This design comes from an exercise in tuning for small area and a short achievable clock period on the open sky130 flow, not from production work.
Function was checked by simulation only, so behaviour that the tests miss may differ from the original.
Power figures rest on the tool's default switching activity, not on a simulated workload.

==> flow/design.v <==
module alu(input  logic [63:0] p, g,
           input  logic        cin, land, lor,
           output logic [63:0] result);
	logic [63:0] gg, pp, gn, pn, sum;
	always_comb begin
		gg = g;
		pp = p;
		for (int k = 1; k < 64; k = k * 2) begin
			for (int i = 0; i < 64; i++)
				if (i >= k) begin
					gn[i] = gg[i] | (pp[i] & gg[i-k]);
					pn[i] = pp[i] & pp[i-k];
				end else begin
					gn[i] = gg[i];
					pn[i] = pp[i];
				end
			gg = gn;
			pp = pn;
		end
		sum = p ^ {gg[62:0], cin};
		if (land)     result = g;
		else if (lor) result = g | p;
		else          result = sum;
	end
endmodule
module regfile(input  logic        clk, we,
               input  logic [4:0]  wa,
               input  logic [63:0] wd,
               input  logic [4:0]  ra1, ra2,
               output logic [63:0] rd1, rd2);
	logic [30:0][63:0] regs;
	always_ff @(posedge clk)
		for (int r = 0; r < 31; r++)
			if (we && wa == r) regs[r] <= wd;
	always_comb begin
		rd1 = '0;
		rd2 = '0;
		for (int r = 0; r < 31; r++) begin
			rd1 = rd1 | (regs[r] & {64{ra1 == r}});
			rd2 = rd2 | (regs[r] & {64{ra2 == r}});
		end
	end
endmodule
module processor_arm #(parameter N = 64)
							(input logic CLOCK_50, reset,
							output logic [N-1:0] IM_addr,
							input  logic [31:0] IM_readData,
							output logic [N-1:0] DM_writeData, DM_addr,
							output logic DM_writeEnable, DM_readEnable,
							input  logic [N-1:0] DM_readData);
	logic clk;
	assign clk = CLOCK_50;
	logic [63:0] pc;
	logic        pcsrc_M;
	logic [63:0] res_M;
	always_ff @(posedge clk, posedge reset)
		if (reset) pc <= '0;
		else       pc <= pcsrc_M ? res_M : pc + 64'd4;
	assign IM_addr = pc;
	logic [31:0] in;
	logic [10:0] op;
	logic isLD, isST, isCBZ, isCBNZ, isADD, isSUB, isAND, isORR, isADDI, isCB;
	assign in     = IM_readData;
	assign op     = in[31:21];
	assign isLD   = op == 11'b11111000010;
	assign isST   = op == 11'b11111000000;
	assign isCBZ  = op[10:3] == 8'b10110100;
	assign isCBNZ = op[10:3] == 8'b10110101;
	assign isADD  = op == 11'b10001011000;
	assign isSUB  = op == 11'b11001011000;
	assign isAND  = op == 11'b10001010000;
	assign isORR  = op == 11'b10101010000;
	assign isADDI = op[10:1] == 10'b1001000100;
	assign isCB   = isCBZ | isCBNZ;
	logic [20:0] imm_F;
	logic        imms_F;
	always_comb
		if (isCB) begin
			imm_F  = {in[23:5], 2'b00};
			imms_F = in[23];
		end else if (isADDI) begin
			imm_F  = {{9{in[21]}}, in[21:10]};
			imms_F = in[21];
		end else begin
			imm_F  = {{12{in[20]}}, in[20:12]};
			imms_F = in[20];
		end
	logic [63:0] pc_D;
	logic [4:0]  ra1_D, ra2_D, rd_D;
	logic [20:0] imm_D;
	logic        imms_D, cb_D, imm_sel_D, sub_D, and_D, orr_D;
	logic        cbz_D, cbnz_D, we_D, ld_D, st_D;
	always_ff @(posedge clk) begin
		pc_D      <= pc;
		ra1_D     <= in[9:5];
		ra2_D     <= (isST | isCB) ? in[4:0] : in[20:16];
		rd_D      <= in[4:0];
		imm_D     <= imm_F;
		imms_D    <= imms_F;
		cb_D      <= isCB;
		imm_sel_D <= isCB | isADDI | isLD | isST;
		sub_D     <= isSUB;
		and_D     <= isAND;
		orr_D     <= isORR;
	end
	always_ff @(posedge clk, posedge reset)
		if (reset) {cbz_D, cbnz_D, we_D, ld_D, st_D} <= '0;
		else       {cbz_D, cbnz_D, we_D, ld_D, st_D} <=
		             {isCBZ, isCBNZ, isLD | isADD | isSUB | isAND | isORR | isADDI, isLD, isST};
	logic [63:0] rd1, rd2, a_D, bx_D;
	logic        we_M;
	logic [4:0]  rd_M;
	logic [63:0] wd_M;
	regfile registers (.clk(clk), .we(we_M), .wa(rd_M), .wd(wd_M),
	                   .ra1(ra1_D), .ra2(ra2_D), .rd1(rd1), .rd2(rd2));
	assign a_D  = cb_D ? pc_D : rd1;
	assign bx_D = (imm_sel_D ? {{43{imms_D}}, imm_D} : rd2) ^ {64{sub_D}};
	logic [63:0] p_E, g_E, b_E;
	logic        sub_E, and_E, orr_E;
	logic [4:0]  rd_E;
	logic        cbz_E, cbnz_E, we_E, ld_E, st_E;
	always_ff @(posedge clk) begin
		p_E   <= a_D ^ bx_D;
		g_E   <= (a_D & bx_D) | {63'd0, (a_D[0] ^ bx_D[0]) & sub_D};
		b_E   <= rd2;
		sub_E <= sub_D;
		and_E <= and_D;
		orr_E <= orr_D;
		rd_E  <= rd_D;
	end
	always_ff @(posedge clk, posedge reset)
		if (reset) {cbz_E, cbnz_E, we_E, ld_E, st_E} <= '0;
		else       {cbz_E, cbnz_E, we_E, ld_E, st_E} <= {cbz_D, cbnz_D, we_D, ld_D, st_D};
	logic [63:0] res_E;
	logic        bz, pcsrc_E;
	alu ALU (.p(p_E), .g(g_E), .cin(sub_E), .land(and_E), .lor(orr_E),
	         .result(res_E));
	assign bz      = b_E == 64'd0;
	assign pcsrc_E = (cbz_E & bz) | (cbnz_E & ~bz);
	logic [63:0] sd_M;
	logic        ld_M, st_M;
	always_ff @(posedge clk) begin
		res_M <= res_E;
		sd_M  <= b_E;
		rd_M  <= rd_E;
	end
	always_ff @(posedge clk, posedge reset)
		if (reset) {pcsrc_M, we_M, ld_M, st_M} <= '0;
		else       {pcsrc_M, we_M, ld_M, st_M} <= {pcsrc_E, we_E, ld_E, st_E};
	assign DM_addr        = res_M;
	assign DM_writeData   = sd_M;
	assign DM_writeEnable = st_M;
	assign DM_readEnable  = ld_M;
	assign wd_M = ld_M ? DM_readData : res_M;
endmodule
==> flow/run.sh <==
#!/bin/bash
# synth_recipe.tcl (not shown) runs the flow's synth.tcl, then flattens the netlist and writes it again
# the make line also repeats each setting of config.mk as NAME=value (left out here)
make -C /OpenROAD-flow-scripts/flow DESIGN_CONFIG=/design/flow/config.mk WORK_HOME=/design/flow/orfs CLKGATE_MAP_FILE= SYNTH_SCRIPT=/design/flow/synth_recipe.tcl finish
==> flow/config.mk <==
export PLATFORM = sky130hd
export DESIGN_NAME = processor_arm
export DESIGN_NICKNAME = processor_arm
export VERILOG_FILES = /design/flow/design.v
export SDC_FILE = /design/flow/constraint.sdc
export NUM_CORES = 4
export LEC_CHECK = 0
export CAP_MARGIN = 20
export CELL_PAD_IN_SITES_DETAIL_PLACEMENT = 1
export CORE_MARGIN = 2
export CORE_UTILIZATION = 40
export PLACE_DENSITY = 0.5
export SETUP_SLACK_MARGIN = 4.3
export SLEW_MARGIN = 20
==> flow/constraint.sdc <==
create_clock -name core_clock -period 7.5 [get_ports {CLOCK_50}]
set_input_delay 1.5000 -clock core_clock [delete_from_list [all_inputs] [get_ports {CLOCK_50}]]
set_output_delay 1.5000 -clock core_clock [all_outputs]
set_load 0.01 [all_outputs]
==> results of run 1 <==
-- metal layers --
layer	global-route usage (%)	part of all wire, %
met1	54.5	34
met4	25.1	7.6
met2	59.7	40
met3	20.7	18
met5	1.35	0.15
-- through the flow --
| stage | instance area, um2 | utilization (%) |
|---|---|---|
| final | 123000 | 48.6 |
| after global routing | 123000 | 48.5 |
| after CTS | 121000 | 47.8 |
| after detailed placement | 110000 | 43.5 |
| after global placement | 110000 | 43.5 |
| after floorplan | 102000 | - |
-- final cells by class --
| type | count | area share (%) |
|---|---|---|
| inverter | 125 | 0.387 |
| clock inverter | 122 | 0.801 |
| sequential | 2500 | 57.2 |
| multi-input combinational | 4083 | 25.0 |
| timing repair buffer | 773 | 6.83 |
| clock buffer | 359 | 6.26 |
| timing repair inverter | 1 | 0.00406 |
| tap | 3366 | 3.42 |
| antenna | 63 | 0.128 |
-- worst max-delay path by stage --
stage	startpoint	to	slack [ns]	cells after the start
4_1_cts	ra1_D[3]	p_E[57]	4.21	11
5_1_grt	ra2_D[4]	p_E[50]	4.08	10
3_5_place_dp	ra2_D[0]	p_E[57]	3.06	10
3_3_place_gp	ra2_D[0]	p_E[57]	3.07	10
6_report	ra2_D[4]	p_E[20]	3.84	9
2_1_floorplan	we_M	registers.regs[1000]	3.54	3
-- cell usage after synthesis, drive strengths merged (103+ instances only) --
library cell / count
nand4: 245
clkbuf: 376
a22oi: 977
a22o: 451
o21ai: 189
inv: 124
nand2: 175
xnor2: 103
nor2: 198
nand3: 308
a221oi: 449
buf: 127
dfxtp: 438
a21oi: 260
edfxtp: 1984
-- power breakdown --
part	total (uW)	internal [uW]	leakage [uW]	switching, uW
registers	18200	17300	0.0225	967
logic	5870	1520	0.0140	4350
clock network	13600	7730	0.00427	5830
-- cell families after synthesis --
kind of cell / share of synthesized area (%)
flops: 69.0
simple gates: 6.14
xor+xnor: 1.27
compound gates: 19.2
fa+ha+maj: 0.798
buf+inv: 2.45
mux: 1.13
-- layout by cell type (no fill, tap or decap), types with 49 or more instances in the layout --
cell / n
buf_12: 78
dfxtp_1: 389
a222oi_1: 65
ha_1: 64
mux2_2: 74
dlygate4sd2_1: 141
o21ai_0: 142
nor2_1: 104
clkbuf_1: 49
nand3_1: 304
diode_2: 63
a221oi_1: 422
buf_4: 306
xnor2_1: 103
a22o_1: 450
a21oi_1: 256
a22oi_1: 977
nand2_1: 170
clkdlybuf4s50_1: 97
edfxtp_1: 1984
nor2_4: 94
nand4_1: 245
clkbuf_16: 312
inv_1: 121
-- registers in the layout, summed over array words and instances (netlist names), 5 cells and up --
name,cells
g_E,64
imm_D,21
rd_D,5
pc,64
p_E,64
registers.regs,1984
sd_M,64
rd_E,5
res_M,64
b_E,64
ra1_D,5
ra2_D,5
pc_D,64
rd_M,5
-- repair_timing --
item | CTS | global route
buffers inserted | 146 | 70
gates cloned | 8 | 30
gates resized for setup | 508 | 191
setup endpoints to repair | 440 | 226
pin swaps | 33 | 62
hold endpoints to repair | 0 | 0
-- worst max-delay path, stage by stage (launching register included) --
cell	delay [ns]
dfxtp_4	0.37
or3b_4	0.32
nor2_4	0.06
buf_12	0.19
a22oi_1	0.56
nand4_1	0.22
or4_4	0.65
o21ai_1	0.18
xnor2_1	0.10
ha_1	0.33
==> results.py, run 1 <==
metrics = {
    "global_routing": {
        "antenna_found_initial": 55,
        "grt_overflow": 0,
        "track_usage_pct": 43.1,
        "grt_pass1_wl_um": 753000,
        "grt_max_degree": 87,
        "grt_pass1_vias": 82800,
    },
    "critical_path": {
        "ff2ff_setup_slack_ns": 3.84,
        "crit_path_max_fanout": 64,
        "reg2reg_to": "p_E[20]",
        "cp-end-kind": "flip-flop",
        "required_ns": 8.33,
        "worstSetupStartpointType": "flip-flop",
        "worstPathArrival_ns": 4.49,
        "critPathKind": "reg -> reg",
        "rr_worst_depth": 9,
        "timing.rr.start": "ra2_D[4]",
    },
    "route": {
        "vias_per_cell": 7.85,
        "wire_per_inst_um": 52.3,
        "remaining_drc_errors": 0,
        "ant_nets": 0,
        "vias": 89400,
        "drt-total-wl_um": 596000,
        "firstDrtPassIters": 12,
        "dr.first_iter.drc_count": 21700,
    },
    "timing": {
        "setup_viol": 0,
        "setup_ws_ns": 3.84,
        "min_period_ns": 3.66,
        "slew_headroom_pct": 3.40,
        "rsz0062_at_grt": "yes",
        "tightest_slew_ns": 1.45,
        "fin_crit_sh_pct": 48.8,
        "hold_viol": 0,
        "fmax_mhz": 273,
        "fin_tns_setup_ns": 0,
        "slew_viol_final": 0,
        "fin_skew_ns": 0.0456,
        "whs_ns": 0.326,
    },
    "synth": {
        "yosysUniqueCellTypes": 91,
        "synth_area_leaders": "edfxtp_1 (58%), dfxtp_1 (8.6%), a22oi_1 (7.2%)",
        "yosysTopAreaCell": "edfxtp_1",
        "yosysSeqAreaShare_pct": 69.0,
        "synth_edf_count": 1984,
        "ys_seq_elements": 2500,
        "ys_warn_count": 3,
        "netlist_area_um2": 102000,
        "async_reset_ff_share_pct": 3.12,
        "avgSynthCellArea_um2": 14.1,
        "synth_ff_type": "edfxtp_1",
        "synth_nets": 7374,
        "synth.top_cell.area_share_pct": 58.4,
        "syn_inst": 7211,
    },
    "cells_and_area": {
        "fillers": 24700,
        "fin_nets": 7930,
        "fin_cells": 11400,
        "syn2layout_area_growth_pct": 20.9,
        "multi_input_area_um2": 30800,
        "regArea_um2": 70500,
        "drive_gt1_share_pct": 16.9,
    },
    "placed_design": {
        "port_buffers": 291,
        "place_congestion": 0.938,
        "dp_cells": 10600,
        "detailedPlace.worstSlack_ns": 3.06,
        "dpl.hpwl_um": 303000,
    },
    "floorplan": {
        "core_um2": 254000,
        "start_util_pct": 40.2,
        "die_x_um": 509,
        "rows": 185,
        "die_y_um": 509,
        "dieArea_um2": 259000,
        "num_io_pins": 292,
    },
    "cts": {
        "clkSlewWorstSetupHoldPaths_ns": 0.06,
        "clock_latency_ns": 0.97,
        "cts_max_level": 5,
        "cts.sinks": 2500,
        "cts_root_buffer": "clkbuf_16",
        "clk_path_buf_depth": 4,
        "cts_hold_buf": 0,
        "cts_tree": "yes",
        "cts-buffers-inserted": 283,
    },
    "pwr": {
        "p_total_uw": 37700,
        "ir_worst_vdd_uv": 187,
        "power.density_nw_per_um2": 306,
        "power_leakage_uw": 0.0408,
    },
    "min_path": {
        "hp-class": "reg -> reg",
        "min_delay_worst_endpoint": "rd_E[2]",
        "hold_depth": 0,
        "min_from": "rd_D[2]",
    },
    "run": {
        "max-cap-violations": 0,
    },
    "outcome": {
        "outcome": "no timing/DRC/antenna violations",
    },
}
==> run 2, diff against run 1 <==
--- a/flow/design.v
+++ b/flow/design.v
@@ -26,7 +26,7 @@
 module regfile(input  logic        clk, we,
                input  logic [4:0]  wa,
                input  logic [63:0] wd,
-               input  logic [4:0]  ra1, ra2,
+               input  logic [30:0] rs1, rs2,    
                output logic [63:0] rd1, rd2);
 	logic [30:0][63:0] regs;
 	always_ff @(posedge clk)
@@ -36,8 +36,8 @@
 		rd1 = '0;
 		rd2 = '0;
 		for (int r = 0; r < 31; r++) begin
-			rd1 = rd1 | (regs[r] & {64{ra1 == r}});
-			rd2 = rd2 | (regs[r] & {64{ra2 == r}});
+			rd1 = rd1 | (regs[r] & {64{rs1[r]}});
+			rd2 = rd2 | (regs[r] & {64{rs2[r]}});
 		end
 	end
 endmodule
@@ -85,15 +85,21 @@
 			imm_F  = {{12{in[20]}}, in[20:12]};
 			imms_F = in[20];
 		end
+	assign ra1_F = in[9:5];
+	assign ra2_F = (isST | isCB) ? in[4:0] : in[20:16];
 	logic [63:0] pc_D;
-	logic [4:0]  ra1_D, ra2_D, rd_D;
+	logic [30:0] rs1_D, rs2_D;    
+	logic [4:0]  rd_D;
+	logic [4:0]  ra1_F, ra2_F;
 	logic [20:0] imm_D;
 	logic        imms_D, cb_D, imm_sel_D, sub_D, and_D, orr_D;
 	logic        cbz_D, cbnz_D, we_D, ld_D, st_D;
 	always_ff @(posedge clk) begin
 		pc_D      <= pc;
-		ra1_D     <= in[9:5];
-		ra2_D     <= (isST | isCB) ? in[4:0] : in[20:16];
+		for (int r = 0; r < 31; r++) begin
+			rs1_D[r] <= ra1_F == r;
+			rs2_D[r] <= ra2_F == r;
+		end
 		rd_D      <= in[4:0];
 		imm_D     <= imm_F;
 		imms_D    <= imms_F;
@@ -112,7 +118,7 @@
 	logic [4:0]  rd_M;
 	logic [63:0] wd_M;
 	regfile registers (.clk(clk), .we(we_M), .wa(rd_M), .wd(wd_M),
-	                   .ra1(ra1_D), .ra2(ra2_D), .rd1(rd1), .rd2(rd2));
+	                   .rs1(rs1_D), .rs2(rs2_D), .rd1(rd1), .rd2(rd2));
 	assign a_D  = cb_D ? pc_D : rd1;
 	assign bx_D = (imm_sel_D ? {{43{imms_D}}, imm_D} : rd2) ^ {64{sub_D}};
 	logic [63:0] p_E, g_E, b_E;
--- a/flow/config.mk
+++ b/flow/config.mk
@@ -8,7 +8,9 @@
 export CAP_MARGIN = 20
 export CELL_PAD_IN_SITES_DETAIL_PLACEMENT = 1
 export CORE_MARGIN = 2
-export CORE_UTILIZATION = 40
-export PLACE_DENSITY = 0.5
-export SETUP_SLACK_MARGIN = 4.3
+export CORE_UTILIZATION = 50
+export CTS_CLUSTER_DIAMETER = 90
+export CTS_CLUSTER_SIZE = 20
+export PLACE_DENSITY = 0.55
+export SETUP_SLACK_MARGIN = 4.5
 export SLEW_MARGIN = 20
==> results.py, run 2 <==
metrics = {
    "timing": {
        "slew_viol_final": 0,
        "fmax_mhz": 314,
        "fin_skew_ns": 0.0477,
        "whs_ns": 0.332,
        "tightest_slew_ns": 1.19,
        "fin_tns_setup_ns": 0,
        "min_period_ns": 3.18,
        "setup_viol": 0,
        "fin_crit_sh_pct": 42.4,
        "rsz0062_at_grt": "yes",
        "setup_ws_ns": 4.32,
        "slew_headroom_pct": 20.5,
        "hold_viol": 0,
    },
    "route": {
        "dr.first_iter.drc_count": 21000,
        "wl_met3_um": 102000,
        "wire_per_inst_um": 52.9,
        "vias": 87000,
        "vias_per_cell": 8.38,
        "maxUsedRoutingLayer": "met5",
        "drt-met1-wl_um": 185000,
        "firstDrtPassIters": 10,
        "ant_nets": 0,
        "remaining_drc_errors": 0,
        "wl_met2_um": 217000,
        "drt-total-wl_um": 549000,
    },
    "synth": {
        "netlist_area_um2": 103000,
        "yosysTopAreaCell": "edfxtp_1",
        "synth.top_cell.area_share_pct": 57.7,
        "async_reset_ff_share_pct": 3.06,
        "synth_ff_type": "edfxtp_1",
        "synth_common_cells": "edfxtp_1 (1,984), a22oi_1 (973), dfxtp_1 (490)",
        "syn_inst": 7307,
        "avgSynthCellArea_um2": 14.1,
        "ys_warn_count": 3,
        "ys_seq_elements": 2552,
        "yosysSeqAreaShare_pct": 69.1,
        "synth_edf_count": 1984,
        "synth.most_common_cell": "edfxtp_1",
        "synth_area_leaders": "edfxtp_1 (58%), dfxtp_1 (9.5%), a22oi_1 (7.1%)",
        "synth_nets": 7470,
        "yosysUniqueCellTypes": 94,
    },
    "cts": {
        "cts_root_buffer": "clkbuf_16",
        "cts-buffers-inserted": 148,
        "clock_latency_ns": 0.87,
        "cts.sinks": 2552,
        "cts_hold_buf": 0,
        "cts_tree": "yes",
        "clkSlewWorstSetupHoldPaths_ns": 0.09,
        "cts_max_level": 4,
        "clk_path_buf_depth": 3,
    },
    "pwr": {
        "ir_worst_vdd_uv": 283,
        "power_leakage_uw": 0.0385,
        "power.density_nw_per_um2": 280,
    },
    "floorplan": {
        "dieArea_um2": 210000,
        "start_util_pct": 50.4,
        "die_y_um": 458,
        "num_io_pins": 292,
        "core_um2": 205000,
        "die_x_um": 458,
        "rows": 166,
    },
    "cells_and_area": {
        "mostFrequentLayoutCells": "edfxtp_1 (1,984), a22oi_1 (973), a221oi_1 (454)",
        "syn2layout_area_growth_pct": 13.7,
        "final_common_cell": "edfxtp_1",
        "largest_register": "registers.regs",
        "final_area_um2": 117000,
        "drive_gt1_share_pct": 14.6,
        "multi_input_area_um2": 30200,
        "largest_reg_flops": 1984,
        "fillers": 19100,
        "fin_nets": 7769,
        "regArea_um2": 71800,
    },
    "critical_path": {
        "timing.rr.start": "rs2_D[27]",
        "worstSetupStartpointType": "flip-flop",
        "critPathKind": "reg -> reg",
        "crit_path_max_fanout": 64,
        "slowest_delay_ns": 0.68,
        "critPathTopFamily": "compound AO/OA/AOI/OAI gates",
        "worstPathArrival_ns": 3.93,
        "cp_num_cells": 7,
        "ff2ff_setup_slack_ns": 4.32,
        "rr_worst_depth": 7,
        "cp-end-kind": "flip-flop",
        "crit_chain": "buf_12 > a222oi_1 > nand3_1 > or4_4 > o21ai_0 > xnor2_1 > ha_1",
        "required_ns": 8.24,
        "cp_slowest_cell": "or4_4",
        "reg2reg_to": "p_E[53]",
        "crit_buf_inv": 1,
    },
    "global_routing": {
        "grt_pass1_vias": 81000,
        "antenna_found_initial": 53,
        "grt_overflow": 0,
        "grt_max_degree": 92,
        "track_usage_pct": 50.0,
        "grt_pass1_wl_um": 711000,
    },
    "placed_design": {
        "dpl.hpwl_um": 293000,
        "place_area_um2": 110000,
        "place_congestion": 0.963,
        "detailedPlace.worstSlack_ns": 3.21,
        "port_buffers": 291,
    },
    "min_path": {
        "min_delay_worst_endpoint": "and_E",
        "hp-class": "reg -> reg",
        "min_from": "and_D",
        "hold_depth": 0,
    },
    "outcome": {
        "outcome": "no timing/DRC/antenna violations",
    },
    "run": {
        "max-cap-violations": 0,
    },
}
[run 2: cell count changes in the layout (fill, tap and decap cells not counted), sizes merged, moves of 12 or more]
cell,previous run,this run
clkinv,91,6
nor2,198,169
bufinv,14,1
or3,18,6
buf,460,446
dfxtp,438,490
dlygate4sd2,141,58
diode,63,42
clkdlybuf4s15,48,76
clkbuf,382,211
nor4,39,24
or4,53,66
[run 2: power by group]
| part | total (uW) | switching, uW | internal [uW] |
|---|---|---|---|
| Sequential | 18400 | 826 | 17500 |
| Clock | 8590 | 4800 | 3790 |
| Combinational | 5850 | 4310 | 1540 |
| Total | 32800 | 9930 | 22900 |
[run 2: through the flow]
step,util (%),power [uW],std cells
floorplan,-,20700,7307
global placement,53.6,23700,9925
detailed placement,53.6,23800,9926
CTS,56.5,32200,10300
global route,57.2,33300,10300
finish,57.3,32800,10400
[run 2: metal layers]
metal	vias up	GRT usage (%)
met5	-	1.86
met4	72	30.6
met3	2749	24.4
met2	10000	67.8
met1	43500	63.6
li1	30700	-
[run 2: logic make-up after synthesis]
family / count (synthesis) / share of synthesized area [%]
buffers and inverters: 678 / 2.57
xor gates and xnor gates: 153 / 1.30
AOI/OAI and AO/OA: 2561 / 19.0
DFF: 2552 / 69.1
and+or+nand+nor: 1189 / 6.10
adders and majority gates: 65 / 0.788
muxes: 109 / 1.15
[run 2: worst reg2reg max path: cells and delay by family (launching register included)]
family	cells	cell delay, ns
and+or+nand+nor	2	0.85
AOI/OAI and AO/OA	2	1.26
DFF	1	0.36
xor gates and xnor gates	1	0.10
buffers and inverters	1	0.19
adders and majority gates	1	0.32
[run 2: how the worst max path moves through the flow]
stage,startpoint,endpoint,slack (ns)
floorplan,we_M,registers.regs[1000],3.54
global placement,IM_readData[25],rs2_D[26],3.18
detailed placement,IM_readData[30],rs2_D[25],3.21
CTS,res_M[60],DM_addr[60],4.22
global route,rs2_D[24],p_E[43],4.42
finish,rs2_D[27],p_E[53],4.32
[run 2: what timing repair did]
| item | in CTS | in global routing |
|---|---|---|
| gates resized for setup | 688 | 161 |
| setup buffers | 125 | 79 |
| endpoints found under the setup margin | 1001 | 454 |
| pin swaps | 14 | 38 |
| cloned | 5 | 8 |
[run 2: layout make-up]
class,count,share of cell area (%)
Sequential cell,2552,61.2
Multi-Input combinational cell,4077,25.8
Timing Repair Buffer,713,6.19
Clock buffer,181,3.39
Tap cell,2688,2.87
Inverter,113,0.371
Clock inverter,15,0.121
Antenna cell,42,0.0896
Timing Repair inverter,1,0.00427
==> run 3, diff against run 2 <==
==> flow/flow/run.sh (new file) <==
#!/bin/bash
set -euo pipefail
sed 's|CLKGATE_MAP_FILE= |CLKGATE_MAP_FILE= MATCH_CELL_FOOTPRINT=0 "BUFFER_PORTS_ARGS=-buffer_cell sky130_fd_sc_hd__buf_2" |' \
  standard.sh > standard_own.sh
grep -q 'MATCH_CELL_FOOTPRINT=0' standard_own.sh
bash standard_own.sh > flow.log 2>&1
==> flow/standard.sh (new file) <==
#!/bin/bash
# synth_recipe.tcl (not shown) runs the flow's synth.tcl, then flattens the netlist and writes it again
# the make line also repeats each setting of config.mk as NAME=value (left out here)
make -C /OpenROAD-flow-scripts/flow DESIGN_CONFIG=/design/flow/config.mk WORK_HOME=/design/flow/orfs CLKGATE_MAP_FILE= SYNTH_SCRIPT=/design/flow/synth_recipe.tcl "${@:-finish}"
removed: flow/run.sh
==> results.py, run 3 <==
metrics = {
    "global_routing": {
        "grt_max_degree": 79,
        "antenna_found_initial": 34,
        "track_usage_pct": 49.5,
        "grt_overflow": 0,
        "grt_pass1_wl_um": 705000,
        "grt_pass1_vias": 80100,
    },
    "synth": {
        "yosysUniqueCellTypes": 94,
        "synth_ff_type": "edfxtp_1",
        "synth.top_cell.area_share_pct": 57.7,
        "synth_edf_count": 1984,
        "async_reset_ff_share_pct": 3.06,
        "synth_nets": 7470,
        "synth.most_common_cell": "edfxtp_1",
        "synth_common_cells": "edfxtp_1 (1,984), a22oi_1 (973), dfxtp_1 (490)",
        "netlist_area_um2": 103000,
        "yosysTopAreaCell": "edfxtp_1",
        "ys_warn_count": 3,
        "synth_area_leaders": "edfxtp_1 (58%), dfxtp_1 (9.5%), a22oi_1 (7.1%)",
        "avgSynthCellArea_um2": 14.1,
        "yosysSeqAreaShare_pct": 69.1,
        "ys_seq_elements": 2552,
        "syn_inst": 7307,
    },
    "cells_and_area": {
        "syn2layout_area_growth_pct": 11.4,
        "finalCoreUtilization_pct": 56.1,
        "fillers": 19300,
        "largest_register": "registers.regs",
        "final_common_cell": "edfxtp_1",
        "largest_reg_flops": 1984,
        "fin_cells": 10300,
        "final_area_um2": 115000,
        "mostFrequentLayoutCells": "edfxtp_1 (1,984), a22oi_1 (973), a22o_1 (453)",
        "fin_nets": 7650,
        "drive_gt1_share_pct": 15.4,
    },
    "route": {
        "vias": 85900,
        "wire_per_inst_um": 52.6,
        "ant_nets": 0,
        "firstDrtPassIters": 10,
        "drt-total-wl_um": 541000,
        "vias_per_cell": 8.36,
        "remaining_drc_errors": 0,
        "dr.first_iter.drc_count": 20600,
    },
    "floorplan": {
        "num_io_pins": 292,
        "rows": 166,
        "die_x_um": 458,
        "dieArea_um2": 210000,
        "core_um2": 205000,
        "die_y_um": 458,
        "start_util_pct": 50.4,
    },
    "critical_path": {
        "rr_worst_depth": 8,
        "startpoint": "rs2_D[8]",
        "worstSetupStartpointType": "flip-flop",
        "reg2reg_to": "p_E[54]",
        "timing.rr.start": "rs2_D[8]",
        "worstPathArrival_ns": 4.03,
        "ff2ff_setup_slack_ns": 4.22,
        "crit_chain": "buf_12 > a22o_1 > a221oi_1 > nand3_1 > or4_4 > o21ai_0 > xnor2_1 > ha_1",
        "required_ns": 8.24,
        "worstSetupEndpoint": "p_E[54]",
        "critPathKind": "reg -> reg",
        "crit_path_max_fanout": 64,
        "cp-end-kind": "flip-flop",
        "slowest_delay_ns": 0.71,
        "cp_slowest_cell": "or4_4",
    },
    "cts": {
        "clk_path_buf_depth": 3,
        "cts_tree": "yes",
        "clkSlewWorstSetupHoldPaths_ns": 0.09,
        "cts-buffers-inserted": 148,
        "cts.sinks": 2552,
        "cts_max_level": 4,
        "cts_root_buffer": "clkbuf_16",
        "cts_hold_buf": 0,
        "clock_latency_ns": 0.87,
    },
    "timing": {
        "rsz0062_at_grt": "yes",
        "fin_crit_sh_pct": 43.8,
        "fmax_mhz": 305,
        "fin_skew_ns": 0.0374,
        "slew_headroom_pct": 19.3,
        "tightest_slew_ns": 1.21,
        "slew_viol_final": 0,
        "min_period_ns": 3.28,
        "hold_viol": 0,
        "setup_viol": 0,
        "fin_tns_setup_ns": 0,
    },
    "placed_design": {
        "dpl.hpwl_um": 284000,
        "place_congestion": 0.953,
        "dp_cells": 9909,
        "place_area_um2": 108000,
        "port_buffers": 291,
    },
    "pwr": {
        "ir_worst_vdd_uv": 280,
        "power.density_nw_per_um2": 283,
        "power_leakage_uw": 0.0377,
    },
    "min_path": {
        "hp-class": "reg -> reg",
    },
    "run": {
        "max-cap-violations": 0,
    },
    "outcome": {
        "outcome": "no timing/DRC/antenna violations",
    },
}
## run 3: cell counts after synthesis
No cell type changed its count.
## run 3: report_power, final
part | internal, uW | switching [uW] | leakage (uW)
Clock | 3810 | 4850 | 0.00205
Combinational | 1340 | 4190 | 0.0127
Sequential | 17500 | 870 | 0.0230
## run 3: worst max-delay path, delay by kind of cell, from the launching register on
family	cells	cell delay (ns)
AO/OA/AOI/OAI	3	0.96
buffers and inverters	1	0.21
XOR/XNOR	1	0.10
AND/OR/NAND/NOR	2	0.83
flip-flops	1	0.35
adder cells (fa/ha/maj)	1	0.32
## run 3: cell type report
type / instances / area (um2) / share of cell area (%)
timing repair buffer: 595 / 5030 / 4.37
tap: 2688 / 3360 / 2.93
clock buffer: 186 / 3980 / 3.47
antenna: 49 / 123 / 0.107
multi-input combinational: 4077 / 30100 / 26.2
sequential: 2552 / 71700 / 62.4
inverter: 113 / 437 / 0.380
clock inverter: 22 / 216 / 0.188
## run 3: timing repair
item / 4_1_cts / 5_1_grt
setup buffers: 58 / 52
pin swaps: 2 / 26
gates cloned: 2 / 4
endpoints found under the hold margin: 0 / 0
resized for setup: 213 / 108
setup endpoints to repair: 718 / 261
## run 3: logic make-up after synthesis
group | count (synthesis) | synth area share, %
compound gates | 2561 | 19.0
xor+xnor | 153 | 1.30
fa+ha+maj | 65 | 0.788
buf+inv | 678 | 2.57
flops | 2552 | 69.1
mux | 109 | 1.15
simple gates | 1189 | 6.10
## run 3: worst min path at each step
stage | startpoint | slack [ns] | end | cells after the start
finish | rd_D[1] | 0.33 | rd_E[1] | 0
global route | orr_D | 0.35 | orr_E | 0
CTS | rd_D[1] | 0.33 | rd_E[1] | 0
detailed placement | rd_D[1] | 0.31 | rd_E[1] | 0
global placement | rd_D[2] | 0.31 | rd_E[2] | 0
floorplan | and_D | 0.31 | and_E | 0
## run 3: metrics by stage
| stage | setup WS (ns) | hold slack (ns) | power [uW] |
|---|---|---|---|
| 3_5_place_dp | 3.49 | 0.313 | 23500 |
| 4_1_cts | 4.31 | 0.334 | 32000 |
| 3_3_place_gp | 3.54 | 0.312 | 23400 |
| 2_1_floorplan | 3.54 | 0.310 | 20700 |
| 5_1_grt | 4.40 | 0.346 | 33100 |
| 6_report | 4.22 | 0.331 | 32600 |
## run 3: per-layer routing
layer	up-vias	track usage [%]	part of all wire, %
met3	2586	23.8	19
met4	38	26.9	7.3
met2	9839	68.4	40
met5	-	0.643	0.18
met1	43100	63.7	34
li1	30400	-	-

==> afterwards: timing with drivers on the ports <==
The flow's constraints put no driver on any port. The routed layouts listed below were extracted and timed again, unchanged, in two steps.
Step 1 assumes that a clkbuf_16 drives the clock port and a buf_2 every other input.
Step 2 also shifts input and output timing later by t, the mid clock arrival at the registers, as if the neighbouring blocks saw the same clock.
a / b / c = ideal / step 1 / step 2; a / b = the first two.
run	t, ns	slack for setup (ns)	worst setup path after step 2	worst slew at a driven data input, ns
run 1	1.047	3.843 / 3.843 / 3.505	input to register	0.10
run 2	0.948	4.317 / 4.317 / 3.710	input to register	0.10
run 3	0.955	4.218 / 4.218 / 3.857	input to register	0.08
After both steps every run listed still meets setup and hold. The setup slack of run 2, which loses most, moves by 0.000 ns with the drivers and by -0.607 ns with both steps.
